This design comes from an exercise in tuning for small area, a short achievable clock period and few clock cycles per item on the open sky130 flow, not from production work.
Where RTL was checked, it was by simulation tests only, not by an equivalence proof against the original.
Power figures rest on the tool's default switching activity, not on a simulated workload.

Setup of main:
==> flow/design.v (excerpt) <==
module fsm_Hand(clk,rst,start,ready,result,write1,write2,SVMin,datain);
export LEC_CHECK = 0
export CAP_MARGIN = 20
export CORE_MARGIN = 2
export CORE_UTILIZATION = 68
export CTS_CLUSTER_DIAMETER = 60
export CTS_CLUSTER_SIZE = 30
export SETUP_SLACK_MARGIN = 4.55
export SLEW_MARGIN = 20
create_clock -name core_clock -period 7.0 [get_ports {clk}]
run.sh (not shown) runs the stock make flow with config.mk's settings and CLKGATE_MAP_FILE= SYNTH_SCRIPT=/design/flow/synth_recipe.tcl, a recipe that flattens the netlist after the stock synthesis.
main completed; timing, DRC and antenna clean
[inputs] the feature branch vs main
--- a/flow/design.v
+++ b/flow/design.v
@@ -68,32 +68,36 @@
         row <= 4'd0; col <= 4'd0; k <= 4'd0;
     end else begin
         if (wbeat) begin
             if (col == 4'd10) begin
                 col <= 4'd0; row <= row + 4'd1;
             end else
                 col <= col + 4'd1;
         end
         if (xbeat) k <= k + 4'd1;
     end
 end
-reg [1:0] xv [0:8];
+reg [8:0] tp, td, tn;           
 reg [8:0] kgt;                  
 reg [3:0] negs;
 wire dm1 = datain[0];
 wire dm2 = datain[1] & ~datain[0];
 wire ds  = datain[1];
 always @(posedge clk) begin : xh
     integer i;
     for (i = 0; i <= 8; i = i + 1)
-        if (xbeat && k == i) xv[i] <= datain;
+        if (st == IDLE) begin
+            tp[i] <= 1'b0; td[i] <= 1'b0; tn[i] <= 1'b0;
+        end else if (xbeat && k == i) begin
+            tp[i] <= dm1; td[i] <= dm2; tn[i] <= ds;
+        end
     if (st == IDLE) begin
         negs <= 4'd0; kgt <= 9'd0;
     end else if (xbeat) begin
         negs <= negs + {3'd0, ds}; kgt <= {kgt[7:0], 1'b1};
     end
 end
 reg [8:0]  Wq;
 reg [8:0]  enR;
 reg        enN, ldN, den;
 reg [9:0]  rtail;
 reg        sp, sd, sn;          
@@ -142,35 +146,22 @@
 svmstorage #(.W(9), .DEPTH(11)) dq (.clk(clk), .en(den), .ld(1'b0),
                                     .din(Wq), .head(), .tail(dtail), .pre());
 function [31:0] csa;            
     input [15:0] a, b, c;
     begin
         csa[15:0]  = a ^ b ^ c;
         csa[31:16] = {((a & b) | (a & c) | (b & c)), 1'b0};
     end
 endfunction
 wire [11:0] u [0:9];
 wire [15:0] z [0:9];
-reg [8:0] tp, td, tn;
-always @(posedge clk) begin : tc
-    integer i;
-    reg [1:0] xn;
-    reg       an;
-    for (i = 0; i <= 8; i = i + 1) begin
-        xn = (xbeat && k == i) ? datain : xv[i];
-        an = (st != IDLE) & (kgt[i] | (xbeat & (k == i)));
-        tp[i] <= an & xn[0];
-        td[i] <= an & xn[1] & ~xn[0];
-        tn[i] <= an & xn[1];
-    end
-end
 generate
     for (g = 0; g <= 8; g = g + 1) begin : term
         testDataModule t (.pass(tp[g]), .dbl(td[g]), .ng(tn[g]),
                           .v({tail[g][9], tail[g]}), .u(u[g]));
         assign z[g] = {4'd0, u[g]};
     end
 endgenerate
 wire [31:0] l1a = csa(z[0], z[1], z[2]);
 wire [31:0] l1b = csa(z[3], z[4], z[5]);
 wire [31:0] l1c = csa(z[6], z[7], z[8]);
 wire [31:0] l2a = csa(l1a[15:0], l1a[31:16], l1b[15:0]);
--- outcome ---
Overall routed net length grows by a few percent when moving from main to the feature branch. Synthesized cell count for the feature branch is lower than for main. Summary — number of sequential storage elements, the feature branch relative to main: lower, by 18. Clock buffer count in the final layout (the feature branch vs. main) decreases by more than 10%. Design area improves in the feature branch relative to main. When the feature branch is set beside main, its post-place setup slack turns out to be 0.24 ns smaller. [the feature branch] total power after layout rose about 1.1% relative to main. Compared the feature branch vs main, and total die area is down in the feature branch.
Testbench counts of the feature branch, summed over its fixed seeds: cycles 25,920, items 192.
No functional check of the RTL was part of main.


The RTL this note starts from:
==> flow/design.v <==
module svmstorage #(parameter W = 10, parameter DEPTH = 1) (
    input                  clk,
    input                  en,
    input      [W-1:0]     din,
    output     [W-1:0]     tail,
    output     [W-1:0]     pre
);
reg [W-1:0] q [0:DEPTH-1];
integer n;
always @(posedge clk)
    if (en) begin
        q[0] <= din;
        for (n = 1; n < DEPTH; n = n + 1)
            q[n] <= q[n-1];
    end
assign tail = q[DEPTH-1];
assign pre  = q[(DEPTH > 1) ? DEPTH-2 : 0];
endmodule
module testDataModule (
    input              pass,
    input              dbl,
    input              ng,
    input      [10:0]  v,
    output     [11:0]  u
);
wire [11:0] vs  = {v[10], v};
wire [11:0] mag = ({12{pass}} & vs) | ({12{dbl}} & {vs[10:0], 1'b0});
wire [11:0] t   = mag ^ {12{ng}};
assign u = {~t[11], t[10:0]};
endmodule
module fsm_Hand(clk,rst,start,ready,result,write1,write2,SVMin,datain);
input clk,rst,start;
input write1;
input write2;
input signed [8:0] SVMin;
input signed [1:0] datain;
output result;
output ready;
reg ready;
reg result;
localparam IDLE = 2'd0, LW = 2'd1, LX = 2'd2, CP = 2'd3;
reg [1:0] st;
reg [3:0] row, col, k;
wire wbeat = (st == LW) & write1;
wire xbeat = (st == LX) & write2;
reg fin;
always @(posedge clk or negedge rst)
    if (!rst) begin
        st <= IDLE; ready <= 1'b0;
    end else
        case (st)
        IDLE: if (start) begin
                st <= LW; ready <= 1'b0;
              end
        LW:   if (write1 && row == 4'd10 && col == 4'd10) st <= LX;
        LX:   if (write2 && k == 4'd10) st <= CP;
        CP:   if (fin) begin
                ready <= 1'b1;
                st    <= IDLE;
              end
        endcase
always @(posedge clk) begin
    if (st == IDLE) begin
        row <= 4'd0; col <= 4'd0; k <= 4'd0;
    end else begin
        if (wbeat) begin
            if (col == 4'd10) begin
                col <= 4'd0; row <= row + 4'd1;
            end else
                col <= col + 4'd1;
        end
        if (xbeat) k <= k + 4'd1;
    end
end
reg [1:0] xv [0:9];
reg [3:0] negs;
wire dm1 = datain[0];
wire dm2 = datain[1] & ~datain[0];
wire ds  = datain[1];
always @(posedge clk) begin : xh
    integer i;
    for (i = 0; i <= 9; i = i + 1)
        if (xbeat && k == i) xv[i] <= datain;
    if (st == IDLE) negs <= 4'd0;
    else if (xbeat) negs <= negs + {3'd0, ds};
end
genvar g;
reg [8:0]  Wq;
reg [9:0]  en;
reg        den;
reg        rot;
reg        pend0;               
reg [9:0]  rtail;
reg [9:0]  tp, td, tn;          
reg        kp, kd, kn;          
reg [3:0]  nneg;                
reg        vA, first, last;
always @(posedge clk) begin : ctl
    integer i;
    Wq    <= SVMin;
    den   <= (wbeat & (col == row)) | xbeat;
    rot   <= col < row;
    pend0 <= wbeat & (row == 4'd0) & (col == 4'd10);
    for (i = 0; i <= 9; i = i + 1) begin
        en[i] <= (wbeat & (((row == i) & (col > i)) | ((row > i) & (col == i)))) | (xbeat & (k > i));
        tp[i] <= xbeat & (k > i) & xv[i][0];
        td[i] <= xbeat & (k > i) & xv[i][1] & ~xv[i][0];
        tn[i] <= xbeat & (k > i) & xv[i][1];
    end
    kp    <= xbeat & dm1;
    kd    <= xbeat & dm2;
    kn    <= xbeat & ds;
    nneg  <= xbeat ? negs + {3'd0, ds} : 4'd0;
    vA    <= xbeat;
    first <= xbeat & (k == 4'd0);
    last  <= xbeat & (k == 4'd10);
end
wire [9:0] tail [0:9];
wire [9:0] pre  [0:9];
wire [8:0] dtail;
reg [9:0] rnext;
always @* begin : rsel_mux
    integer i;
    rnext = 10'd0;
    for (i = 0; i <= 9; i = i + 1)
        rnext = rnext | ({10{col == i}} & ((i == 0 && pend0) ? pre[0] : tail[i]));
end
always @(posedge clk)
    rtail <= rnext;
wire [9:0] Wx = {Wq[8], Wq};
wire [9:0] head = rot ? (rtail + Wx) : Wx;
generate
    for (g = 0; g <= 9; g = g + 1) begin : row_q
        svmstorage #(.W(10), .DEPTH(10 - g)) q (.clk(clk), .en(en[g]), .din(head), .tail(tail[g]), .pre(pre[g]));
    end
endgenerate
svmstorage #(.W(9), .DEPTH(11)) dq (.clk(clk), .en(den), .din(Wq), .tail(dtail), .pre());
wire [11:0] u [0:10];
generate
    for (g = 0; g <= 9; g = g + 1) begin : term
        testDataModule t (.pass(tp[g]), .dbl(td[g]), .ng(tn[g]), .v({tail[g][9], tail[g]}), .u(u[g]));
    end
endgenerate
testDataModule td0 (.pass(kp), .dbl(kd), .ng(kn), .v({{2{dtail[8]}}, dtail}), .u(u[10]));
function [31:0] csa;            
    input [15:0] a, b, c;
    begin
        csa[15:0]  = a ^ b ^ c;
        csa[31:16] = {((a & b) | (a & c) | (b & c)), 1'b0};
    end
endfunction
wire [15:0] z [0:11];
generate
    for (g = 0; g <= 10; g = g + 1) begin : zx
        assign z[g] = {4'd0, u[g]};
    end
endgenerate
assign z[11] = {12'hA80, nneg};
wire [31:0] l1a = csa(z[0], z[1], z[2]);
wire [31:0] l1b = csa(z[3], z[4], z[5]);
wire [31:0] l1c = csa(z[6], z[7], z[8]);
wire [31:0] l1d = csa(z[9], z[10], z[11]);
wire [31:0] l2a = csa(l1a[15:0], l1a[31:16], l1b[15:0]);
wire [31:0] l2b = csa(l1b[31:16], l1c[15:0], l1c[31:16]);
reg [15:0] P [0:5];
reg        kpB, kdB, knB, vB, firstB, lastB;
always @(posedge clk) begin
    P[0] <= l2a[15:0]; P[1] <= l2a[31:16];
    P[2] <= l2b[15:0]; P[3] <= l2b[31:16];
    P[4] <= l1d[15:0]; P[5] <= l1d[31:16];
    kpB <= kp; kdB <= kd; knB <= kn;
    vB <= vA; firstB <= first; lastB <= last;
end
wire [31:0] m1a = csa(P[0], P[1], P[2]);
wire [31:0] m1b = csa(P[3], P[4], P[5]);
wire [31:0] m2  = csa(m1a[15:0], m1a[31:16], m1b[15:0]);
wire [31:0] m3  = csa(m2[15:0], m2[31:16], m1b[31:16]);
reg [15:0] Q0, Q1;
reg        kpC, kdC, knC, vC, firstC, lastC;
always @(posedge clk) begin
    Q0 <= m3[15:0]; Q1 <= m3[31:16];
    kpC <= kpB; kdC <= kdB; knC <= knB;
    vC <= vB; firstC <= firstB; lastC <= lastB;
end
wire [15:0] g0 = ({16{kpC}} & Q0) | ({16{kdC}} & {Q0[14:0], 1'b0});
wire [15:0] g1 = ({16{kpC}} & Q1) | ({16{kdC}} & {Q1[14:0], 1'b0});
wire [15:0] o0 = g0 ^ {16{knC}};
wire [15:0] o1 = g1 ^ {16{knC}};
reg  [15:0] Ss, Sc;
wire [15:0] s0 = firstC ? 16'd255 : Ss;
wire [15:0] c0 = firstC ? 16'd0   : Sc;
wire [31:0] n1 = csa(s0, c0, o0);
wire [31:0] n2 = csa(n1[15:0], {n1[31:17], knC}, o1);
always @(posedge clk)
    if (vC) begin
        Ss <= n2[15:0];
        Sc <= {n2[31:17], knC};
    end
always @(posedge clk) fin <= lastC;
wire [15:0] rp = Ss ^ Sc;
wire [15:0] rg = Ss & Sc;
wire        rzero = (rp == {(Ss[14:0] | Sc[14:0]), 1'b0});
reg  [14:0] G [0:4];
reg  [14:0] Pp [0:4];
always @* begin : ks
    integer lv, b, d;
    G[0] = rg[14:0]; Pp[0] = rp[14:0];
    for (lv = 1; lv <= 4; lv = lv + 1) begin
        d = 1 << (lv - 1);
        for (b = 0; b < 15; b = b + 1)
            if (b >= d) begin
                G[lv][b]  = G[lv-1][b] | (Pp[lv-1][b] & G[lv-1][b-d]);
                Pp[lv][b] = Pp[lv-1][b] & Pp[lv-1][b-d];
            end else begin
                G[lv][b]  = G[lv-1][b];
                Pp[lv][b] = Pp[lv-1][b];
            end
    end
end
wire rsign = rp[15] ^ G[4][14];
always @(posedge clk)
    if (fin) result <= ~rsign & ~rzero;
endmodule
Settings: LEC_CHECK=0, CAP_MARGIN=20, CORE_MARGIN=2, CORE_UTILIZATION=65, CTS_CLUSTER_DIAMETER=60, CTS_CLUSTER_SIZE=30, SETUP_SLACK_MARGIN=4.4, SLEW_MARGIN=20; clock period 7.0 ns.
The baseline completed without violations.
==> next run, changes <==
--- a/flow/design.v
+++ b/flow/design.v
@@ -219,5 +219,5 @@
 end
 wire rsign = rp[15] ^ G[4][14];
 always @(posedge clk)
-    if (fin) result <= ~rsign & ~rzero;
+    result <= ~rsign & ~rzero;
 endmodule
What happened:
- setup slack improved by 32 ps
- sequential share of layout area is lower by 0.27 points
- non-clock buffer count increases by 4
- wire length came out higher by 6.0%
- global-route usage rose by 1.7 points
- count of clock-buffer cells in the layout went up by 2
- sequential power is about the same
- critical path depth goes up by 4
Testbench counts after the change, summed over its fixed seeds: cycles 26,304, items 192.
The RTL of the first run of this note was laid out without a check of its function.


Setup of the reference run:
Another version of the RTL of fsm_Hand (not shown whole).
For scale: ~2200 cells after synthesis, roughly 840 flip-flops, ~34000 µm² of cells after synthesis.
==> module fsm_Hand, before the edit <==
module fsm_Hand(clk,rst,start,ready,result,write1,write2,SVMin,datain);
input clk,rst,start;
input write1;
input write2;
input signed [8:0] SVMin;
input signed [1:0] datain;
output result;
output ready;
reg ready;
reg result;
localparam IDLE = 2'd0, LW = 2'd1, LX = 2'd2, CP = 2'd3;
reg [1:0] st;
reg [3:0] row, col, k;
wire wbeat = (st == LW) & write1;
wire xbeat = (st == LX) & write2;
reg fin;
always @(posedge clk or negedge rst)
    if (!rst) begin
        st <= IDLE; ready <= 1'b0;
    end else
        case (st)
        IDLE: if (start) begin
                st <= LW; ready <= 1'b0;
              end
        LW:   if (write1 && row == 4'd10 && col == 4'd10) st <= LX;
        LX:   if (write2 && k == 4'd10) st <= CP;
        CP:   if (fin) begin
                ready <= 1'b1;
                st    <= IDLE;
              end
        endcase
always @(posedge clk) begin
    if (st == IDLE) begin
        row <= 4'd0; col <= 4'd0; k <= 4'd0;
    end else begin
        if (wbeat) begin
            if (col == 4'd10) begin
                col <= 4'd0; row <= row + 4'd1;
            end else
                col <= col + 4'd1;
        end
        if (xbeat) k <= k + 4'd1;
    end
end
reg [1:0] xv [0:8];
reg [1:0] xl;
reg [3:0] negs;
wire dm1 = datain[0];
wire dm2 = datain[1] & ~datain[0];
wire ds  = datain[1];
always @(posedge clk) begin : xh
    integer i;
    for (i = 0; i <= 8; i = i + 1)
        if (xbeat && k == i) xv[i] <= datain;
    if (xbeat) xl <= datain;
    if (st == IDLE) negs <= 4'd0;
    else if (xbeat) negs <= negs + {3'd0, ds};
end
reg [8:0]  Wq;
reg [8:0]  enR;
reg        enN, ldN, den, rot;
reg [9:0]  rtail;
reg        sp, sd, sn;          
reg        dq1, dq4;            
reg        first, lastL;
always @(posedge clk) begin : ctl
    integer i;
    Wq  <= SVMin;
    for (i = 0; i <= 8; i = i + 1)
        enR[i] <= wbeat & (((row == i) & (col >= i + 2)) | ((row >= i + 2) & (col == i)));
    enN <= wbeat & (col == row + 4'd1);
    ldN <= wbeat & (col + 4'd1 == row);
    den <= (wbeat & (col == row)) | xbeat;
    rot <= col < row;
    sp  <= xbeat & (k != 4'd0) & dm1;
    sd  <= xbeat & (k != 4'd0) & dm2;
    sn  <= xbeat & (k != 4'd0) & ds;
    dq1 <= xbeat & dm1;
    dq4 <= xbeat & dm2;
    first <= xbeat & (k == 4'd0);
    lastL <= xbeat & (k == 4'd10);
    fin   <= lastL;
end
wire [9:0] tail [0:8];
wire [9:0] ntail, nhead;
wire [8:0] dtail;
reg [9:0] rnext;
always @* begin : rsel_mux
    integer i;
    rnext = (col + 4'd1 == row) ? nhead : 10'd0;
    for (i = 0; i <= 8; i = i + 1)
        rnext = rnext | ({10{col == i && col + 4'd1 != row}} & tail[i]);
end
always @(posedge clk)
    rtail <= rnext;
wire [9:0] Wx = {Wq[8], Wq};
wire [9:0] hin = rot ? (rtail + Wx) : Wx;
genvar g;
generate
    for (g = 0; g <= 8; g = g + 1) begin : row_q
        svmstorage #(.W(10), .DEPTH(9 - g)) q (.clk(clk), .en(enR[g] | (xbeat & (k > g))), .ld(1'b0),
                                               .din(hin), .head(), .tail(tail[g]));
    end
endgenerate
svmstorage #(.W(10), .DEPTH(10)) nq (.clk(clk), .en(enN | (xbeat & (k != 4'd0))), .ld(ldN),
                                     .din(hin), .head(nhead), .tail(ntail));
svmstorage #(.W(9), .DEPTH(11)) dq (.clk(clk), .en(den), .ld(1'b0),
                                    .din(Wq), .head(), .tail(dtail));
function [31:0] csa;            
    input [15:0] a, b, c;
    begin
        csa[15:0]  = a ^ b ^ c;
        csa[31:16] = {((a & b) | (a & c) | (b & c)), 1'b0};
    end
endfunction
wire [11:0] u [0:9];
wire [15:0] z [0:9];
generate
    for (g = 0; g <= 8; g = g + 1) begin : term
        wire act = (k > g);
        testDataModule t (.pass(act & xv[g][0]), .dbl(act & xv[g][1] & ~xv[g][0]), .ng(act & xv[g][1]),
                          .v({tail[g][9], tail[g]}), .u(u[g]));
        assign z[g] = {4'd0, u[g]};
    end
endgenerate
wire [31:0] l1a = csa(z[0], z[1], z[2]);
wire [31:0] l1b = csa(z[3], z[4], z[5]);
wire [31:0] l1c = csa(z[6], z[7], z[8]);
wire [31:0] l2a = csa(l1a[15:0], l1a[31:16], l1b[15:0]);
wire [31:0] l2b = csa(l1b[31:16], l1c[15:0], l1c[31:16]);
reg  [15:0] F [0:3];
always @(posedge clk)
    if (xbeat) begin
        F[0] <= l2a[15:0]; F[1] <= l2a[31:16];
        F[2] <= l2b[15:0]; F[3] <= l2b[31:16];
    end
testDataModule tl (.pass(xl[0]), .dbl(xl[1] & ~xl[0]), .ng(xl[1]),
                   .v({ntail[9], ntail}), .u(u[9]));
assign z[9] = {4'd0, u[9]};
wire [15:0] zc = {12'hB00, negs};
wire [31:0] m1a = csa(F[0], F[1], F[2]);
wire [31:0] m1b = csa(F[3], z[9], zc);
wire [31:0] m2  = csa(m1a[15:0], m1a[31:16], m1b[15:0]);
wire [31:0] m3  = csa(m2[15:0], m2[31:16], m1b[31:16]);
reg  [15:0] E0, E1;
always @(posedge clk) begin
    E0 <= m3[15:0]; E1 <= m3[31:16];
end
wire [15:0] g0 = ({16{sp}} & E0) | ({16{sd}} & {E0[14:0], 1'b0});
wire [15:0] g1 = ({16{sp}} & E1) | ({16{sd}} & {E1[14:0], 1'b0});
wire [15:0] o0 = g0 ^ {16{sn}};
wire [15:0] o1 = g1 ^ {16{sn}};
wire [15:0] dx = {{7{dtail[8]}}, dtail};
wire [15:0] dterm = ({16{dq1}} & dx) | ({16{dq4}} & {dx[13:0], 2'b00});
reg  [15:0] Ss, Sc;
wire [15:0] s0 = first ? 16'd255 : Ss;
wire [15:0] c0 = first ? 16'd0   : Sc;
wire [31:0] n1 = csa(s0, c0, dterm);
wire [31:0] n2 = csa(n1[15:0], {n1[31:17], sn}, o0);
wire [31:0] n3 = csa(n2[15:0], {n2[31:17], sn}, o1);
always @(posedge clk) begin
    Ss <= n3[15:0];
    Sc <= n3[31:16];
end
wire [15:0] rp = Ss ^ Sc;
wire [15:0] rg = Ss & Sc;
wire        rzero = (rp == {(Ss[14:0] | Sc[14:0]), 1'b0});
reg  [14:0] G [0:4];
reg  [14:0] Pp [0:4];
always @* begin : ks
    integer lv, b, d;
    G[0] = rg[14:0]; Pp[0] = rp[14:0];
    for (lv = 1; lv <= 4; lv = lv + 1) begin
        d = 1 << (lv - 1);
        for (b = 0; b < 15; b = b + 1)
            if (b >= d) begin
                G[lv][b]  = G[lv-1][b] | (Pp[lv-1][b] & G[lv-1][b-d]);
                Pp[lv][b] = Pp[lv-1][b] & Pp[lv-1][b-d];
            end else begin
                G[lv][b]  = G[lv-1][b];
                Pp[lv][b] = Pp[lv-1][b];
            end
    end
end
wire rsign = rp[15] ^ G[4][14];
always @(posedge clk)
    result <= ~rsign & ~rzero;
endmodule
clock: 7.0 ns
lec_check: 0
cap_margin: 20
core_margin: 2
core_utilization: 65
cts_cluster_diameter: 60
cts_cluster_size: 30
setup_slack_margin: 4.55
slew_margin: 20
Here is what was changed in the inputs of the trial run compared with the reference run.
--- a/flow/design.v
+++ b/flow/design.v
@@ -74,20 +74,26 @@
         if (xbeat) k <= k + 4'd1;
     end
 end
 reg [1:0] xv [0:8];
-reg [1:0] xl;
+reg       lp, ld, ln;           
+reg [8:0] kgt;                  
 reg [3:0] negs;
 wire dm1 = datain[0];
 wire dm2 = datain[1] & ~datain[0];
 wire ds  = datain[1];
 always @(posedge clk) begin : xh
     integer i;
     for (i = 0; i <= 8; i = i + 1)
         if (xbeat && k == i) xv[i] <= datain;
-    if (xbeat) xl <= datain;
-    if (st == IDLE) negs <= 4'd0;
-    else if (xbeat) negs <= negs + {3'd0, ds};
+    if (xbeat) begin
+        lp <= dm1; ld <= dm2; ln <= ds;
+    end
+    if (st == IDLE) begin
+        negs <= 4'd0; kgt <= 9'd0;
+    end else if (xbeat) begin
+        negs <= negs + {3'd0, ds}; kgt <= {kgt[7:0], 1'b1};
+    end
 end
 reg [8:0]  Wq;
 reg [8:0]  enR;
 reg        enN, ldN, den, rot;
@@ -129,9 +135,9 @@
 wire [9:0] hin = rot ? (rtail + Wx) : Wx;
 genvar g;
 generate
     for (g = 0; g <= 8; g = g + 1) begin : row_q
-        svmstorage #(.W(10), .DEPTH(9 - g)) q (.clk(clk), .en(enR[g] | (xbeat & (k > g))), .ld(1'b0),
+        svmstorage #(.W(10), .DEPTH(9 - g)) q (.clk(clk), .en(enR[g] | (xbeat & kgt[g])), .ld(1'b0),
                                                .din(hin), .head(), .tail(tail[g]));
     end
 endgenerate
 svmstorage #(.W(10), .DEPTH(10)) nq (.clk(clk), .en(enN | (xbeat & (k != 4'd0))), .ld(ldN),
@@ -148,9 +154,9 @@
 wire [11:0] u [0:9];
 wire [15:0] z [0:9];
 generate
     for (g = 0; g <= 8; g = g + 1) begin : term
-        wire act = (k > g);
+        wire act = kgt[g];
         testDataModule t (.pass(act & xv[g][0]), .dbl(act & xv[g][1] & ~xv[g][0]), .ng(act & xv[g][1]),
                           .v({tail[g][9], tail[g]}), .u(u[g]));
         assign z[g] = {4'd0, u[g]};
     end
@@ -165,9 +171,9 @@
     if (xbeat) begin
         F[0] <= l2a[15:0]; F[1] <= l2a[31:16];
         F[2] <= l2b[15:0]; F[3] <= l2b[31:16];
     end
-testDataModule tl (.pass(xl[0]), .dbl(xl[1] & ~xl[0]), .ng(xl[1]),
+testDataModule tl (.pass(lp), .dbl(ld), .ng(ln),
                    .v({ntail[9], ntail}), .u(u[9]));
 assign z[9] = {4'd0, u[9]};
 wire [15:0] zc = {12'hB00, negs};
 wire [31:0] m1a = csa(F[0], F[1], F[2]);
==> results.txt <==
Worst hold-check slack: the trial run lower than the reference run. | post-layout worst setup margin | higher: the reference run |. Compared with the reference run, the trial run shows a higher number of cells on the critical path. Looking at cell-internal power across both flows, the trial run is the stronger of the two, with the reference run trailing. The trial run: required time of the critical path is 20 ps lower than what the reference run reported. The trial run has number of buffers created by CTS below what the reference run had. Compared with the reference run, the trial run shows a higher number of vias per cell. Total power, the trial run vs the reference run: down slightly. Comparing initial antenna violation count for the trial run and the reference run, the bigger number came from the reference run. NOTE: sequential fraction of total cell area in the trial run falls short of that of the reference run.
Function was not checked in any run of this note: the RTL went through the layout flow alone.

## re-timing with driven ports
Ports are ideal in the flow. The routed layouts listed here were re-timed in OpenROAD.
Step 1: set_driving_cell puts a clkbuf_16 on clk and a buf_2 on each other input, an assumption about the parent block.
Step 2 times the ports against the registers' clock, not the clock port: input delays grow and output delays shrink by t, the midpoint of the rising clock arrivals with the driver on.
Slacks: ideal / step 1 / step 2; pairs: ideal / step 1.
run	shift t [ns]	setup WS [ns]	worst setup path at the end	worst slew at a driven data input, ns
main	0.655	4.461 / 4.403 / 3.987	input to register	0.06
the feature branch	0.665	4.471 / 4.410 / 3.934	input to register	0.05
the first run of note 2	0.671	4.364 / 4.303 / 3.802	input to register	0.05
the second run of note 2	0.674	4.396 / 4.368 / 3.731	input to register	0.05
the reference run	0.664	4.442 / 4.410 / 3.877	input to register	0.05
the trial run	0.668	4.335 / 4.335 / 3.996	input to register	0.06
After both steps setup and hold are still met in every run listed. For the second run of note 2, which loses most, drivers alone change the setup slack by -0.028 ns; drivers and shift together by -0.665 ns.
